Context: an optimization exercise on an open-source flow, tuned for small area, a short achievable clock period and few clock cycles per item. The choices shown serve that exercise and are no tape-out recipe. For this run, only the layout was checked, not whether the RTL still works. Power figures rest on the tool's default switching activity, not on a simulated workload.

## flow/design.v

```verilog
`timescale 1ns / 1ps
module main(
    input clk,
    input rst,
    input start,
    input [7:0] a,
    input [7:0] b,
    output wire ready,
    output wire busy,
    output reg [8:0] y
);
reg ready_r;
reg [4:0] kh;          
reg [8:0] r;           
reg [7:0] x;           
reg ak, bk;            
assign ready = ready_r;
assign busy = ~ready_r;
wire [8:0] qr3;
assign qr3[0] = (~a[7] & ~a[6] & a[5] & b[6]) | (a[6] & ~b[7] & ~b[6] & b[5]) | (~a[7] & a[5] & b[7] & b[6]) | (a[7] & ~a[6] & ~a[5] & b[7]) | (a[7] & a[6] & ~b[7] & b[5]) | (a[7] & b[7] & ~b[6] & ~b[5]) | (~a[6] & a[5] & ~b[6] & b[5]) | (~a[6] & a[5] & b[7] & ~b[6]) | (~a[6] & a[5] & ~b[7] & b[5]) | (~a[7] & a[5] & ~b[6] & b[5]) | (a[7] & ~b[7] & ~b[6] & b[5]) | (a[6] & a[5] & b[7] & b[6] & b[5]);
assign qr3[1] = (a[7] & ~a[6] & ~a[5] & b[7] & ~b[5]) | (~a[7] & a[6] & a[5] & ~b[7] & b[6] & b[5]) | (a[7] & ~a[5] & b[7] & ~b[6] & ~b[5]) | (a[7] & a[6] & a[5] & b[7] & ~b[6] & b[5]) | (a[7] & ~a[6] & a[5] & b[7] & b[6] & b[5]);
assign qr3[2] = (a[7] & ~b[7] & b[6] & ~b[5]) | (~a[7] & a[6] & ~a[5] & b[6]) | (~a[7] & a[6] & ~a[5] & b[7]) | (a[6] & ~a[5] & b[7] & b[5]) | (a[6] & ~b[7] & b[6] & ~b[5]) | (a[7] & a[5] & b[6] & ~b[5]) | (a[7] & ~a[6] & b[7] & ~b[6] & ~b[5]) | (a[7] & ~a[5] & b[7] & ~b[6] & b[5]);
assign qr3[3] = (a[7] & ~a[6] & a[5] & b[7] & b[6]) | (a[7] & a[6] & ~b[7] & b[6] & b[5]) | (a[7] & a[6] & b[7] & ~b[6] & b[5]) | (a[7] & a[6] & ~a[5] & b[7] & b[6] & ~b[5]) | (~a[7] & a[6] & a[5] & b[7] & b[6]) | (a[7] & ~a[6] & a[5] & b[6] & b[5]) | (a[6] & a[5] & b[7] & ~b[6] & b[5]);
assign qr3[4] = (a[7] & a[6] & a[5] & b[7] & b[6] & b[5]);
assign qr3[5] = (~a[7] & ~a[6] & b[5]) | (a[5] & ~b[7] & ~b[6]) | (~a[7] & ~a[5] & b[6] & b[5]) | (a[6] & a[5] & ~b[7] & ~b[5]) | (~a[6] & ~b[7] & b[6] & b[5]) | (~a[6] & a[5] & ~b[6] & b[5]) | (~a[7] & a[6] & a[5] & ~b[6]) | (a[6] & ~a[5] & b[7] & b[5]) | (a[7] & a[6] & a[5] & b[6]) | (a[7] & a[5] & b[6] & ~b[5]) | (a[7] & ~a[5] & b[7] & ~b[6] & ~b[5]) | (~a[7] & b[7] & b[5]) | (a[7] & ~a[6] & ~a[5] & b[7] & ~b[5]);
assign qr3[6] = (~a[7] & ~a[6] & b[6]) | (a[6] & ~b[7] & ~b[6]) | (~a[6] & b[7] & b[6] & ~b[5]) | (a[7] & a[6] & ~a[5] & ~b[6]) | (a[7] & a[6] & ~b[7]) | (~a[7] & b[7] & b[6]) | (a[6] & ~b[7] & ~b[5]) | (a[7] & ~a[6] & a[5] & b[7] & ~b[6]) | (a[6] & ~a[5] & ~b[7]) | (a[7] & ~a[5] & b[7] & ~b[6] & b[5]);
assign qr3[7] = (~a[7] & b[7]) | (a[7] & ~b[7]) | (~a[5] & b[7] & ~b[6]) | (~a[6] & b[7] & ~b[5]) | (~a[6] & b[7] & ~b[6]) | (~a[7] & a[6] & a[5] & b[6] & b[5]);
assign qr3[8] = (a[7] & b[7] & b[6] & b[5]) | (a[7] & a[6] & a[5] & b[7]) | (a[7] & a[6] & b[7] & b[6]);
wire [3:0] q3 = qr3[8:5];
wire [4:0] r3 = qr3[4:0];
wire [4:0] kh_n = ready_r ? 5'b10000 : {1'b0, kh[4:1]};
wire ak_n = |(kh_n & a[4:0]);
wire bk_n = |(kh_n & b[4:0]);
wire [6:0] a_n = ({7{kh_n[4]}} & {4'd0, a[7:5]}) | ({7{kh_n[3]}} & {3'd0, a[7:4]}) |
                 ({7{kh_n[2]}} & {2'd0, a[7:3]}) | ({7{kh_n[1]}} & {1'd0, a[7:2]}) |
                 ({7{kh_n[0]}} & a[7:1]);
wire [6:0] b_n = ({7{kh_n[4]}} & {4'd0, b[7:5]}) | ({7{kh_n[3]}} & {3'd0, b[7:4]}) |
                 ({7{kh_n[2]}} & {2'd0, b[7:3]}) | ({7{kh_n[1]}} & {1'd0, b[7:2]}) |
                 ({7{kh_n[0]}} & b[7:1]);
wire [7:0] q = y[7:0];
wire [9:0] sum3 = r + x;
wire [11:0] t  = {sum3, ak & bk, ak ^ bk};
wire [7:0] qinc = q + 8'd1;
wire [11:0] c3 = {1'b0, q, 3'b100} + {2'b0, qinc, 2'b01};
wire [12:0] t1 = {1'b0, t} - {3'b0, q, 2'b01};
wire [12:0] t2 = {1'b0, t} - {2'b0, q, 3'b100};
wire [12:0] t3 = {1'b0, t} - {1'b0, c3};
always @(posedge clk) begin
    kh <= kh_n;
    ak <= ak_n;
    bk <= bk_n;
    x <= (ak_n ? a_n : 7'd0) + (bk_n ? b_n : 7'd0);
    if (ready_r) begin
        r <= {4'd0, r3};
    end else begin
        if (!t3[12]) r <= t3[8:0];
        else if (!t2[12]) r <= t2[8:0];
        else if (!t1[12]) r <= t1[8:0];
        else r <= t[8:0];
    end
    if (ready_r) begin
        if (start) y <= {5'd0, q3};
    end else begin
        if (!t3[12]) y <= {qinc, 1'b1};
        else if (!t2[12]) y <= {qinc, 1'b0};
        else if (!t1[12]) y <= {q, 1'b1};
        else y <= {q, 1'b0};
    end
end
always @(posedge clk)
    if (rst) ready_r <= 1'b1;
    else if (ready_r) ready_r <= ~start;
    else ready_r <= kh[0];
endmodule
```

## flow/flow/run.sh

```bash
#!/bin/bash
# The standard layout (the standard.sh: the standard synthesis, then ORFS to
# the routed layout), with the input and output ports buffered by the smallest
# buffer, sky130_fd_sc_hd__buf_1, instead of the one buffer_ports picks itself.
# make's full output goes to standard.log in the work folder; ORFS's own logs
# stay under orfs/logs.
set -euo pipefail
export BUFFER_PORTS_ARGS="-buffer_cell sky130_fd_sc_hd__buf_1"
bash standard.sh finish > standard.log 2>&1
```

## flow/standard.sh

```bash
#!/bin/bash
# synth_recipe.tcl (not shown) runs the flow's synth.tcl, then flattens the netlist and writes it again
# the make line also repeats each setting of config.mk as NAME=value (left out here)
make -C /OpenROAD-flow-scripts/flow DESIGN_CONFIG=/design/flow/config.mk WORK_HOME=/design/flow/orfs CLKGATE_MAP_FILE= SYNTH_SCRIPT=/design/flow/synth_recipe.tcl "${@:-finish}"
```

## flow/config.mk

```make
export PLATFORM = sky130hd
export DESIGN_NAME = main
export DESIGN_NICKNAME = main
export VERILOG_FILES = /design/flow/design.v
export SDC_FILE = /design/flow/constraint.sdc
export NUM_CORES = 4
export LEC_CHECK = 0
export CAP_MARGIN = 20
export CORE_MARGIN = 2
export CORE_UTILIZATION = 40
export SETUP_SLACK_MARGIN = 1.3
export SLEW_MARGIN = 20
```

## flow/constraint.sdc

```tcl
create_clock -name core_clock -period 5.0 [get_ports {clk}]
set_input_delay 1.0000 -clock core_clock [delete_from_list [all_inputs] [get_ports {clk}]]
set_output_delay 1.0000 -clock core_clock [all_outputs]
set_load 0.01 [all_outputs]
```

==> results.sh <==
export IMPL_finalHoldViolations=0
export IMPL_design_core_area_um2=9820
export IMPL_io_buffer_count=29
export IMPL_die_x_um=105
export IMPL_ys_seq_area_frac=0.190
export IMPL_final_setup_tns_ps=0
export IMPL_synth_edf_count=9
export IMPL_die_area_um2=11000
export IMPL_fin_crit_ps=3730
export IMPL_ys_seq_elements=34
export IMPL_hold_slack_ps=471
export IMPL_totalWireLength_mm=11.2
export IMPL_ys_warn_count=1
export IMPL_rows=36
export IMPL_clockPowerShare=0.085
export IMPL_postSynth_asyncResetShare=0
export IMPL_antenna_found_initial=0
export IMPL_rsz0062_at_grt="true"
export IMPL_period_share=0.745
export IMPL_layout_drive_gt1_share=0.180
export IMPL_reg2reg_depth=17
export IMPL_clock_latency_ps=300
export IMPL_nets=632
export IMPL_cts_buffers=5
export IMPL_vias_per_cell=5.62
export IMPL_die_height_um=105
export IMPL_grtUsageTotal=0.191
export IMPL_irDropWorstVdd_uv=341
export IMPL_rrSetupSlack_ps=1270
export IMPL_ant_nets=0
export IMPL_worstHoldEndpoint="ready_r"
export IMPL_final_cells=690
export IMPL_avgSynthCellArea_um2=7.79
export IMPL_synth_cells=521
export IMPL_syn_nets=597
export IMPL_drv_slew=0
export IMPL_tightest_slew_ps=1010
export IMPL_clk_root_buffer_cell="clkbuf_8"
export IMPL_final_util=0.499
export IMPL_fin_worst_skew_ps=11.3
export IMPL_start_util=0.413
export IMPL_status="no timing/DRC/antenna violations"
export IMPL_gp_congestion=0.888
export IMPL_diodes=0
export IMPL_grt_pass1_wl_mm=17.2
export IMPL_cpMaxStageDelayCell="fa_1"
export IMPL_power_density_nw_per_um2=733
export IMPL_clockBufferDepth=2
export IMPL_grt_overflow=0
export IMPL_crit_path_cell_trace="ha_4, inv_2, fa_2, buf_4, xnor2_4, inv_2, fa_1, inv_1, ha_4, a21o_1, a31o_1, a211oi_2, or2_4, a31oi_4, nor2_4, or3_4, a21oi_2"
export IMPL_place_ws_ps=814
export IMPL_dp_cells=660
export IMPL_cp_top_family="adder cells"
export IMPL_cts_tree="yes"
export IMPL_min_path_type="reg2reg"
export IMPL_r2r_start="x[0]"
export IMPL_num_vias=3877
export IMPL_postCtsHoldBufs=0
export IMPL_cts_max_level=2
export IMPL_fmaxAchievable_mhz=268
export IMPL_p_int_uw=1890
export IMPL_nFillCells=1002
export IMPL_grt_pass1_vias=3521
export IMPL_setup_ws_ps=1270
export IMPL_drc_errors=0
export IMPL_synth_cell_types=58
export IMPL_power_switching_uw=1700
export IMPL_synthToLayoutAreaGrowth_pct=20.6
export IMPL_setup_viol=0
export IMPL_critPathBufInv=4
export IMPL_start_kind="register"
export IMPL_io_pins=30
export IMPL_syn_area_um2=4060
export IMPL_drtIter0Drc=171
export IMPL_yosys_most_used_dff="dfxtp_1"
export IMPL_post_dp_hpwl_mm=7.89
export IMPL_holdCritStartpoint="kh[0]"
export IMPL_swShare=0.473
export IMPL_multi_input_area_um2=3350
export IMPL_cp_arrival_ps=3890
export IMPL_dr_pass1_iters=5
export IMPL_seq_area_um2=777
export IMPL_combPwrFrac=0.804
export IMPL_slew_headroom=0.323
export IMPL_p_leak_uw=0.00203
export IMPL_maxCapViolCount=0
export IMPL_cp_end_kind="register"
export IMPL_worstPathRequired_ps=5170
export IMPL_rr_endpoint="y[7]"
export IMPL_hold_depth=2
export IMPL_clk_pin_slew_ps=90
export IMPL_slowest_delay_ps=470
export IMPL_critPathMaxFanout=7
export IMPL_wl_per_cell_um=16.3
export IMPL_grt_max_degree=31
export IMPL_critical_path_class="reg2reg"
export IMPL_p_seq_frac=0.111
export IMPL_clkSinkCount=34
## cells by family after synthesis
kind of cell             after synthesis  share of synthesized area
AO/OA/AOI/OAI                        178                      0.291
XOR/XNOR                              43                     0.0928
adder cells (fa/ha/maj)               57                      0.189
buffers and inverters                 68                     0.0650
flip-flops                            34                      0.190
multiplexers                           8                     0.0197
AND/OR/NAND/NOR                      133                      0.153
## state kept, by name (all words and copies together) (netlist names)
register and count:
bk 1, r 9, x 8, ak 1
kh 5, ready_r 1, y 9
## how the worst max path moves through the flow
stage | depth (start not counted) | slack, ps | startpoint | to
finish | 17 | 1270 | x[0] | y[7]
global route | 19 | 1130 | x[0] | y[7]
CTS | 15 | 1220 | x[1] | y[2]
detailed placement | 15 | 810 | r[2] | y[7]
global placement | 16 | 950 | r[0] | y[7]
floorplan | 17 | 1300 | r[1] | y[8]
## metrics by stage
stage | area (um2) | power (uW)
4_1_cts | 4630 | 3250
3_3_place_gp | 4280 | 2630
6_report | 4900 | 3590
2_1_floorplan | 4080 | 2270
3_5_place_dp | 4280 | 2680
5_1_grt | 4900 | 3870
## synthesized netlist by cell type, drive strengths merged, types with 3 or more instances
master	count	area, um2
o21a	8	60.1
o31ai	4	35.0
nand3	9	45.0
nor3	8	40.0
o21ai	39	206
fa	7	140
a21oi	47	246
mux2i	8	80.1
o21bai	4	30.0
nor4	3	18.8
or3	3	18.8
and3	6	37.5
a21o	12	90.1
o22ai	3	18.8
dfxtp	25	500
clkbuf	24	90.1
buf	6	31.3
a211oi	8	60.1
nor2	38	150
nor2b	12	75.1
xnor2	32	280
inv	38	143
a221oi	4	35.0
edfxtp	9	270
xor2	11	96.3
nand2b	3	18.8
ha	50	626
a31oi	8	50.1
nand2	44	165
a22oi	22	165
## per-layer routing
metal	track usage	wire length, um	up-vias
li1	-	-	1951
met4	0.0438	150	0
met1	0.248	5050	1803
met2	0.335	5600	109
met5	0	0	-
met3	0.0274	421	14
## cells in the final DEF (no fill, tap or decap), types with 5 or more instances in the layout
cell and n:
o21ai_0 26, ha_1 42, a21oi_1 41, a21o_1 12
buf_4 27, buf_1 29, nor2b_1 12, o21a_1 8
a31oi_1 6, o21ai_2 5, inv_2 5, nand3_1 9
and3_1 6, nor3_1 6, xnor2_1 28, inv_1 33
mux2i_1 8, xor2_1 9, edfxtp_1 9, dfxtp_1 20
ha_4 6, dfxtp_2 5, a211oi_1 5, nand2_1 43
nor2_1 35, o21ai_1 6, a22oi_1 22, clkbuf_8 5
## layout make-up
class | instances | share of cell area
Timing Repair Buffer | 58 | 0.0682
Tap cell | 133 | 0.0340
Inverter | 38 | 0.0291
Multi-Input combinational cell | 419 | 0.683
Sequential cell | 34 | 0.159
Clock inverter | 2 | 0.00792
Clock buffer | 6 | 0.0192
## repair_timing
action / 4_1_cts / 5_1_grt
pin swaps: 24 / 29
gates resized for setup: 27 / 41
endpoints found under the hold margin: 0 / 0
endpoints found under the setup margin: 18 / 20
buffers inserted: 8 / 14
## power groups by stage
stage	Sequential [uW]	Clock, uW	Combinational (uW)
global placement	393	0	2240
CTS	398	310	2540
floorplan	391	0	1880
finish	400	304	2890
global route	409	322	3140
detailed placement	395	0	2290
## tightest hold or removal path, cell delays in order, from the launching register on
cell,delay (ps)
dfxtp_1,310
a21oi_1,80
nand2_1,60

[static timing again, ports no longer ideal]
The results above use ideal ports. As a check the final layout listed here was re-extracted and re-timed, cells and wires unchanged. Step 1 assumes that a clkbuf_16 drives the clock port and a buf_2 every other input. Step 2 times the ports against the registers' clock, not the clock port: input delays grow and output delays shrink by t, the midpoint of the rising clock arrivals with the driver on. Three values: ideal ports, drivers, drivers and shift; two values: the first two.
t, ns: 0.334
setup WS [ns]: 1.273 / 1.273 / 1.273
worst setup path after step 2: register to register
cell pins on the clock port's net: 1
After both steps this run still meets setup and hold. The setup slack of this run moves by 0.000 ns with the drivers and by 0.000 ns with both steps.
